This design comes from an exercise in tuning for small area, a short achievable clock period and few clock cycles per item on the open sky130 flow, not from production work. In this exercise RTL edits were held to simulation tests only and were not proved equivalent to the original.

==> inputs of lagoon <==
==> flow/design.v <==
module cache(
    clk,
    proc_reset,
    proc_read,
    proc_write,
    proc_addr,
    proc_rdata,
    proc_wdata,
    proc_stall,
    mem_read,
    mem_write,
    mem_addr,
    mem_rdata,
    mem_wdata,
    mem_ready
);
    input          clk;
    input          proc_reset;
    input          proc_read, proc_write;
    input   [29:0] proc_addr;
    input   [31:0] proc_wdata;
    output         proc_stall;
    output  [31:0] proc_rdata;
    input  [127:0] mem_rdata;
    input          mem_ready;
    output         mem_read, mem_write;
    output  [27:0] mem_addr;
    output [127:0] mem_wdata;
    integer i, k;
    reg [127:0] data_r  [0:7];
    reg  [25:0] tag_r   [0:7];
    reg   [7:0] valid_r;
    reg   [7:0] dirty_r;
    reg   [3:0] lru_r;           
    reg         done_r, wb_r, rd_r;
    reg         stall_r;         
    reg   [7:0] hw_r;            
    reg   [7:0] vs_r;            
    reg         vw_r;            
    reg   [7:0] fl_r;            
    reg   [3:0] so_r;            
    reg   [3:0] sw_r;            
    reg         way_r;           
    reg  [31:0] rdata_r;
    reg  [27:0] maddr_r;
    reg [127:0] mwdata_r;
    wire  [1:0] idx    = proc_addr[3:2];
    wire  [1:0] off    = proc_addr[1:0];
    wire [25:0] tag_in = proc_addr[29:4];
    wire        req    = proc_read | proc_write;
    wire        look   = ~(done_r | rd_r);
    wire [3:0] sset  = 4'b0001 << idx;
    wire [3:0] sword = 4'b0001 << off;
    reg [3:0] vict_set, vdirty_set;
    always @(*) begin
        for (i = 0; i < 4; i = i + 1) begin
            vict_set[i] = valid_r[2*i] ? (valid_r[2*i+1] ? lru_r[i] : 1'b1) : 1'b0;
            vdirty_set[i] = vict_set[i] ? (valid_r[2*i+1] & dirty_r[2*i+1])
                                        : (valid_r[2*i] & dirty_r[2*i]);
        end
    end
    reg [7:0] hv;        
    reg [7:0] vsel;      
    always @(*) begin
        for (i = 0; i < 8; i = i + 1) begin
            hv[i] = sset[i/2] & valid_r[i] & (tag_r[i] == tag_in);
            vsel[i] = sset[i/2] & (vict_set[i/2] == i[0]);
        end
    end
    wire hit0 = hv[0] | hv[2] | hv[4] | hv[6];
    wire hit1 = hv[1] | hv[3] | hv[5] | hv[7];
    wire hit  = hit0 | hit1;
    wire vict       = |(sset & vict_set);
    wire vict_dirty = |(sset & vdirty_set);
    reg [127:0] blk0, blk1;
    reg  [25:0] vtag;
    always @(*) begin
        blk0 = 128'd0;
        blk1 = 128'd0;
        vtag = 26'd0;
        for (i = 0; i < 4; i = i + 1) begin
            blk0 = blk0 | ({128{sset[i]}} & data_r[2*i]);
            blk1 = blk1 | ({128{sset[i]}} & data_r[2*i+1]);
        end
        for (i = 0; i < 8; i = i + 1)
            vtag = vtag | ({26{vs_r[i]}} & tag_r[i]);
    end
    wire [127:0] vblk = vw_r ? blk1 : blk0;
    reg [31:0] w0, w1, wm;
    always @(*) begin
        w0 = 32'd0;
        w1 = 32'd0;
        wm = 32'd0;
        for (k = 0; k < 4; k = k + 1) begin
            w0 = w0 | ({32{sword[k]}} & blk0[32*k +: 32]);
            w1 = w1 | ({32{sword[k]}} & blk1[32*k +: 32]);
            wm = wm | ({32{so_r[k]}} & mem_rdata[32*k +: 32]);
        end
    end
    wire wb_busy = wb_r & ~mem_ready;    
    wire miss = look & req & ~hit;
    wire fill = rd_r & mem_ready;
    wire to_done = (look & req & hit) | fill;
    wire to_rd = (miss & ~wb_busy) | (rd_r & ~mem_ready);
    wire to_wb = (fill & vict_dirty) | wb_busy;
    assign proc_stall = stall_r;
    assign proc_rdata = rdata_r;
    assign mem_write  = wb_r;
    assign mem_read   = rd_r;
    assign mem_addr   = maddr_r;
    assign mem_wdata  = mwdata_r;
    reg [127:0] din;
    always @(*) begin
        for (k = 0; k < 4; k = k + 1)
            din[32*k +: 32] = sw_r[k] ? proc_wdata : mem_rdata[32*k +: 32];
    end
    always @(posedge clk) begin
        hw_r     <= hv & {8{proc_write & look}};
        rdata_r  <= hit1 ? w1 : (rd_r ? wm : w0);
        vs_r     <= vsel;
        vw_r     <= vict;
        so_r     <= sword;
        sw_r     <= sword & {4{proc_write}};
        way_r    <= rd_r ? vict : hit1;
        if (fill | (~rd_r & ~wb_busy))
            maddr_r <= {rd_r ? vtag : tag_in, idx};
        if (fill)
            mwdata_r <= vblk;
        for (i = 0; i < 8; i = i + 1) begin
            for (k = 0; k < 4; k = k + 1)
                if ((fl_r[i] & mem_ready) | (hw_r[i] & sw_r[k]))
                    data_r[i][32*k +: 32] <= din[32*k +: 32];
            if (fl_r[i] & mem_ready)
                tag_r[i] <= tag_in;
            if ((fl_r[i] & mem_ready) | hw_r[i])
                dirty_r[i] <= proc_write;
        end
        for (i = 0; i < 4; i = i + 1)
            if (sset[i] & done_r)
                lru_r[i] <= ~way_r;
    end
    always @(posedge clk) begin
        if (proc_reset) begin
            done_r  <= 1'b0;
            wb_r    <= 1'b0;
            rd_r    <= 1'b0;
            stall_r <= 1'b1;
            valid_r <= 8'd0;
            fl_r    <= 8'd0;
        end else begin
            fl_r    <= vsel & {8{to_rd}};
            done_r  <= to_done;
            wb_r    <= to_wb;
            rd_r    <= to_rd;
            stall_r <= ~to_done;
            for (i = 0; i < 8; i = i + 1)
                if (fl_r[i] & mem_ready)
                    valid_r[i] <= 1'b1;
        end
    end
endmodule
==> flow/flow/run.sh <==
#!/bin/bash
# The standard layout, with three changes: ports are buffered with buf_2
# cells instead of the default delay-buffer cells; the resizer may swap cells
# across footprints (so those buffers can be resized like any other cell);
# and clock tree synthesis adds no dummy loads.
set -euo pipefail
bash standard.sh MATCH_CELL_FOOTPRINT=0 \
  "BUFFER_PORTS_ARGS=-buffer_cell sky130_fd_sc_hd__buf_2" \
  "CTS_ARGS=-sink_clustering_enable -repair_clock_nets -sink_clustering_size 25 -sink_clustering_max_diameter 100 -dont_use_dummy_load" \
  finish > standard.log 2>&1
==> flow/standard.sh <==
#!/bin/bash
# synth_recipe.tcl (not shown) runs the flow's synth.tcl, then flattens the netlist and writes it again
# the make line also repeats each setting of config.mk as NAME=value (left out here)
make -C /OpenROAD-flow-scripts/flow DESIGN_CONFIG=/design/flow/config.mk WORK_HOME=/design/flow/orfs CLKGATE_MAP_FILE= SYNTH_SCRIPT=/design/flow/synth_recipe.tcl "${@:-finish}"
==> flow/config.mk <==
export PLATFORM = sky130hd
export DESIGN_NAME = cache
export DESIGN_NICKNAME = cache
export VERILOG_FILES = /design/flow/design.v
export SDC_FILE = /design/flow/constraint.sdc
export NUM_CORES = 4
export LEC_CHECK = 0
export CAP_MARGIN = 20
export CORE_MARGIN = 2
export CORE_UTILIZATION = 60
export CTS_CLUSTER_DIAMETER = 100
export CTS_CLUSTER_SIZE = 25
export SETUP_SLACK_MARGIN = 5.0
export SLEW_MARGIN = 20
export TNS_END_PERCENT = 15
==> flow/constraint.sdc <==
create_clock -name core_clock -period 8.0 [get_ports {clk}]
set_input_delay 1.6000 -clock core_clock [delete_from_list [all_inputs] [get_ports {clk}]]
set_output_delay 1.6000 -clock core_clock [all_outputs]
set_load 0.01 [all_outputs]
==> delta: changes against lagoon <==
--- a/flow/design.v
+++ b/flow/design.v
@@ -61,12 +61,21 @@
     end
-    reg [7:0] hv;        
     reg [7:0] vsel;      
+    reg [7:0] sv;        
     always @(*) begin
         for (i = 0; i < 8; i = i + 1) begin
-            hv[i] = sset[i/2] & valid_r[i] & (tag_r[i] == tag_in);
             vsel[i] = sset[i/2] & (vict_set[i/2] == i[0]);
-        end
-    end
-    wire hit0 = hv[0] | hv[2] | hv[4] | hv[6];
-    wire hit1 = hv[1] | hv[3] | hv[5] | hv[7];
+            sv[i] = sset[i/2] & valid_r[i];
+        end
+    end
+    wire [7:0] hv_n;     
+    genvar gl;
+    generate
+        for (gl = 0; gl < 8; gl = gl + 1) begin : g_match
+            tag_miss u_miss(.a(tag_r[gl]), .b(tag_in), .v(sv[gl]), .y(hv_n[gl]));
+        end
+    endgenerate
+    wire [7:0] hv = ~hv_n;
+    wire hit0, hit1;
+    g_nand4 u_hit0(.a(hv_n[0]), .b(hv_n[2]), .c(hv_n[4]), .d(hv_n[6]), .y(hit0));
+    g_nand4 u_hit1(.a(hv_n[1]), .b(hv_n[3]), .c(hv_n[5]), .d(hv_n[7]), .y(hit1));
     wire hit  = hit0 | hit1;
@@ -118,3 +127,3 @@
         hw_r     <= hv & {8{proc_write & look}};
-        rdata_r  <= hit1 ? w1 : (rd_r ? wm : w0);
+        rdata_r  <= hit1 ? w1 : ((|fl_r) ? wm : w0);
         vs_r     <= vsel;
@@ -161 +170,49 @@
 endmodule
+module tag_miss(
+    input  [25:0] a,
+    input  [25:0] b,
+    input         v,
+    output        y
+);
+    wire [25:0] d;
+    wire [13:0] ok1;     
+    wire  [6:0] bad2;    
+    wire  [2:0] ok3;
+    genvar g;
+    generate
+        for (g = 0; g < 26; g = g + 1) begin : g_d
+            g_xor2 u(.a(a[g]), .b(b[g]), .y(d[g]));
+        end
+        for (g = 0; g < 13; g = g + 1) begin : g_ok1
+            g_nor2 u(.a(d[2*g]), .b(d[2*g+1]), .y(ok1[g]));
+        end
+    endgenerate
+    assign ok1[13] = v;
+    generate
+        for (g = 0; g < 7; g = g + 1) begin : g_bad2
+            g_nand2 u(.a(ok1[2*g]), .b(ok1[2*g+1]), .y(bad2[g]));
+        end
+    endgenerate
+    g_nor3  u_ok3a(.a(bad2[0]), .b(bad2[1]), .c(bad2[2]), .y(ok3[0]));
+    g_nor2  u_ok3b(.a(bad2[3]), .b(bad2[4]), .y(ok3[1]));
+    g_nor2  u_ok3c(.a(bad2[5]), .b(bad2[6]), .y(ok3[2]));
+    g_nand3 u_y(.a(ok3[0]), .b(ok3[1]), .c(ok3[2]), .y(y));
+endmodule
+module g_xor2(input a, input b, output y);
+    assign y = a ^ b;
+endmodule
+module g_nor2(input a, input b, output y);
+    assign y = ~(a | b);
+endmodule
+module g_nand2(input a, input b, output y);
+    assign y = ~(a & b);
+endmodule
+module g_nor3(input a, input b, input c, output y);
+    assign y = ~(a | b | c);
+endmodule
+module g_nand3(input a, input b, input c, output y);
+    assign y = ~(a & b & c);
+endmodule
+module g_nand4(input a, input b, input c, input d, output y);
+    assign y = ~(a & b & c & d);
+endmodule
SYNTH_HIERARCHICAL = 1   (was unset)
SYNTH_MINIMUM_KEEP_SIZE = 0   (was unset)
==> garnet: changes against lagoon <==
--- a/flow/design.v
+++ b/flow/design.v
@@ -36,9 +36,3 @@
     reg         stall_r;         
-    reg   [7:0] hw_r;            
-    reg   [7:0] vs_r;            
-    reg         vw_r;            
-    reg   [7:0] fl_r;            
-    reg   [3:0] so_r;            
-    reg   [3:0] sw_r;            
-    reg         way_r;           
+    reg   [7:0] hsel_r;          
     reg  [31:0] rdata_r;
@@ -50,3 +44,3 @@
     wire        req    = proc_read | proc_write;
-    wire        look   = ~(done_r | rd_r);
+    wire        look   = ~(done_r | wb_r | rd_r);
     wire [3:0] sset  = 4'b0001 << idx;
@@ -74,16 +68,12 @@
     wire vict_dirty = |(sset & vdirty_set);
-    reg [127:0] blk0, blk1;
+    reg [127:0] vblk;
     reg  [25:0] vtag;
     always @(*) begin
-        blk0 = 128'd0;
-        blk1 = 128'd0;
+        vblk = 128'd0;
         vtag = 26'd0;
-        for (i = 0; i < 4; i = i + 1) begin
-            blk0 = blk0 | ({128{sset[i]}} & data_r[2*i]);
-            blk1 = blk1 | ({128{sset[i]}} & data_r[2*i+1]);
+        for (i = 0; i < 8; i = i + 1) begin
+            vblk = vblk | ({128{vsel[i]}} & data_r[i]);
+            vtag = vtag | ({26{vsel[i]}} & tag_r[i]);
         end
-        for (i = 0; i < 8; i = i + 1)
-            vtag = vtag | ({26{vs_r[i]}} & tag_r[i]);
     end
-    wire [127:0] vblk = vw_r ? blk1 : blk0;
     reg [31:0] w0, w1, wm;
@@ -93,9 +83,10 @@
         wm = 32'd0;
-        for (k = 0; k < 4; k = k + 1) begin
-            w0 = w0 | ({32{sword[k]}} & blk0[32*k +: 32]);
-            w1 = w1 | ({32{sword[k]}} & blk1[32*k +: 32]);
-            wm = wm | ({32{so_r[k]}} & mem_rdata[32*k +: 32]);
-        end
+        for (i = 0; i < 4; i = i + 1)
+            for (k = 0; k < 4; k = k + 1) begin
+                w0 = w0 | ({32{sset[i] & sword[k]}} & data_r[2*i][32*k +: 32]);
+                w1 = w1 | ({32{sset[i] & sword[k]}} & data_r[2*i+1][32*k +: 32]);
+            end
+        for (k = 0; k < 4; k = k + 1)
+            wm = wm | ({32{sword[k]}} & mem_rdata[32*k +: 32]);
     end
-    wire wb_busy = wb_r & ~mem_ready;    
     wire miss = look & req & ~hit;
@@ -103,4 +94,4 @@
     wire to_done = (look & req & hit) | fill;
-    wire to_rd = (miss & ~wb_busy) | (rd_r & ~mem_ready);
-    wire to_wb = (fill & vict_dirty) | wb_busy;
+    wire to_wb = (miss & vict_dirty) | (wb_r & ~mem_ready);
+    wire to_rd = (miss & ~vict_dirty) | (wb_r & mem_ready) | (rd_r & ~mem_ready);
     assign proc_stall = stall_r;
@@ -114,28 +105,25 @@
         for (k = 0; k < 4; k = k + 1)
-            din[32*k +: 32] = sw_r[k] ? proc_wdata : mem_rdata[32*k +: 32];
+            din[32*k +: 32] = (rd_r & ~(proc_write & sword[k])) ? mem_rdata[32*k +: 32] : proc_wdata;
     end
+    wire whit = done_r & proc_write;
     always @(posedge clk) begin
-        hw_r     <= hv & {8{proc_write & look}};
-        rdata_r  <= hit1 ? w1 : (rd_r ? wm : w0);
-        vs_r     <= vsel;
-        vw_r     <= vict;
-        so_r     <= sword;
-        sw_r     <= sword & {4{proc_write}};
-        way_r    <= rd_r ? vict : hit1;
-        if (fill | (~rd_r & ~wb_busy))
-            maddr_r <= {rd_r ? vtag : tag_in, idx};
-        if (fill)
-            mwdata_r <= vblk;
+        hsel_r   <= hv;
+        rdata_r  <= ({32{hit0}} & w0) | ({32{hit1}} & w1) | ({32{rd_r}} & wm);
+        maddr_r  <= {((look & vict_dirty) | (wb_r & ~mem_ready)) ? vtag : tag_in, idx};
+        mwdata_r <= vblk;
         for (i = 0; i < 8; i = i + 1) begin
             for (k = 0; k < 4; k = k + 1)
-                if ((fl_r[i] & mem_ready) | (hw_r[i] & sw_r[k]))
+                if ((vsel[i] & fill) | (hsel_r[i] & whit & sword[k]))
                     data_r[i][32*k +: 32] <= din[32*k +: 32];
-            if (fl_r[i] & mem_ready)
+            if (vsel[i] & fill)
                 tag_r[i] <= tag_in;
-            if ((fl_r[i] & mem_ready) | hw_r[i])
+            if ((vsel[i] & fill) | (hsel_r[i] & whit))
                 dirty_r[i] <= proc_write;
         end
-        for (i = 0; i < 4; i = i + 1)
-            if (sset[i] & done_r)
-                lru_r[i] <= ~way_r;
+        for (i = 0; i < 4; i = i + 1) begin
+            if (sset[i] & fill)
+                lru_r[i] <= ~vict;
+            if (done_r & (hsel_r[2*i] | hsel_r[2*i+1]))
+                lru_r[i] <= hsel_r[2*i];
+        end
     end
@@ -148,5 +136,3 @@
             valid_r <= 8'd0;
-            fl_r    <= 8'd0;
         end else begin
-            fl_r    <= vsel & {8{to_rd}};
             done_r  <= to_done;
@@ -156,3 +142,3 @@
             for (i = 0; i < 8; i = i + 1)
-                if (fl_r[i] & mem_ready)
+                if (vsel[i] & fill)
                     valid_r[i] <= 1'b1;
==> flow/run.sh (new file) <==
#!/bin/bash
# synth_recipe.tcl (not shown) runs the flow's synth.tcl, then flattens the netlist and writes it again
# the make line also repeats each setting of config.mk as NAME=value (left out here)
make -C /OpenROAD-flow-scripts/flow DESIGN_CONFIG=/design/flow/config.mk WORK_HOME=/design/flow/orfs CLKGATE_MAP_FILE= SYNTH_SCRIPT=/design/flow/synth_recipe.tcl finish
CTS_CLUSTER_DIAMETER = unset   (was 100)
CTS_CLUSTER_SIZE = unset   (was 25)
TNS_END_PERCENT = 5   (was 15)
removed: flow/flow/run.sh
removed: flow/standard.sh
==> run summary <==
crit path cell chain buf_16, or3b_4, or4b_4, or4_4, and4_4, buf_12, mux2_1; multi-input gate share of total cell area 25.0%; Fillers 6604; most frequent cells after synthesis 1400 x edfxtp_1, 320 x mux4_2, 257 x mux2_2; grt met1 use 50.2%; sequential cell area share 65.3%; P&R area growth vs syn 10.3%; status complete, no violations; reg-to-reg startpoint sw_r[3]
(the above is from lagoon)
==> run summary <==
Fillers 7177; max_cap viols 0; status complete, no violations; crit path cell chain buf_16, buf_4, mux4_2, nand2_1, o21ai_0; P&R area growth vs syn 10.5%; grt met1 use 55.5%; multi-input gate share of total cell area 25.5%
(the above is from delta)
==> run summary <==
sequential cell area share 57.6%; P&R area growth vs syn 19.3%; multi-input gate share of total cell area 25.3%; crit path cell chain clkdlybuf4s15_2, and2_1, nand2_1, o21ai_4, buf_4, buf_4; grt met1 use 61.0%; most frequent cells after synthesis 1244 x edfxtp_1, 744 x a22oi_1, 208 x dfxtp_1; status complete, no violations
(the above is from garnet)
Testbench counts of lagoon, summed over its fixed seeds: cycles 94,456, requests 18,000.
Testbench counts of delta, summed over its fixed seeds: cycles 94,456, requests 18,000.
Testbench counts of garnet, summed over its fixed seeds: cycles 107,890, requests 18,000.

-- afterwards: timing with drivers on the ports --
How much do the figures lean on ideal ports? The routed layouts below were timed once more, with nothing changed but the port constraints. Step 1: set_driving_cell puts a clkbuf_16 on clk and a buf_2 on each other input, an assumption about the parent block. Step 2 times the ports against the registers' clock, not the clock port: input delays grow and output delays shrink by t, the midpoint of the rising clock arrivals with the driver on. Three values: ideal ports, drivers, drivers and shift; two values: the first two.
| run | t, ns | setup slack, ns | hold slack, ns | worst register clock-pin slew, ns | cell pins on the clock port's net |
|---|---|---|---|---|---|
| lagoon | 0.729 | 4.704 / 4.535 / 3.806 | 0.485 / 0.485 / 0.485 | 0.11 / 0.11 | 1 |
| delta | 0.724 | 4.744 / 4.553 / 3.829 | 0.503 / 0.503 / 0.503 | 0.10 / 0.10 | 1 |
| garnet | 0.853 | 4.678 / 4.641 / 3.788 | 0.516 / 0.516 / 0.516 | 0.07 / 0.07 | 1 |
After both steps every run listed still meets setup and hold. For delta, which loses most, drivers alone change the setup slack by -0.191 ns; drivers and shift together by -0.915 ns.
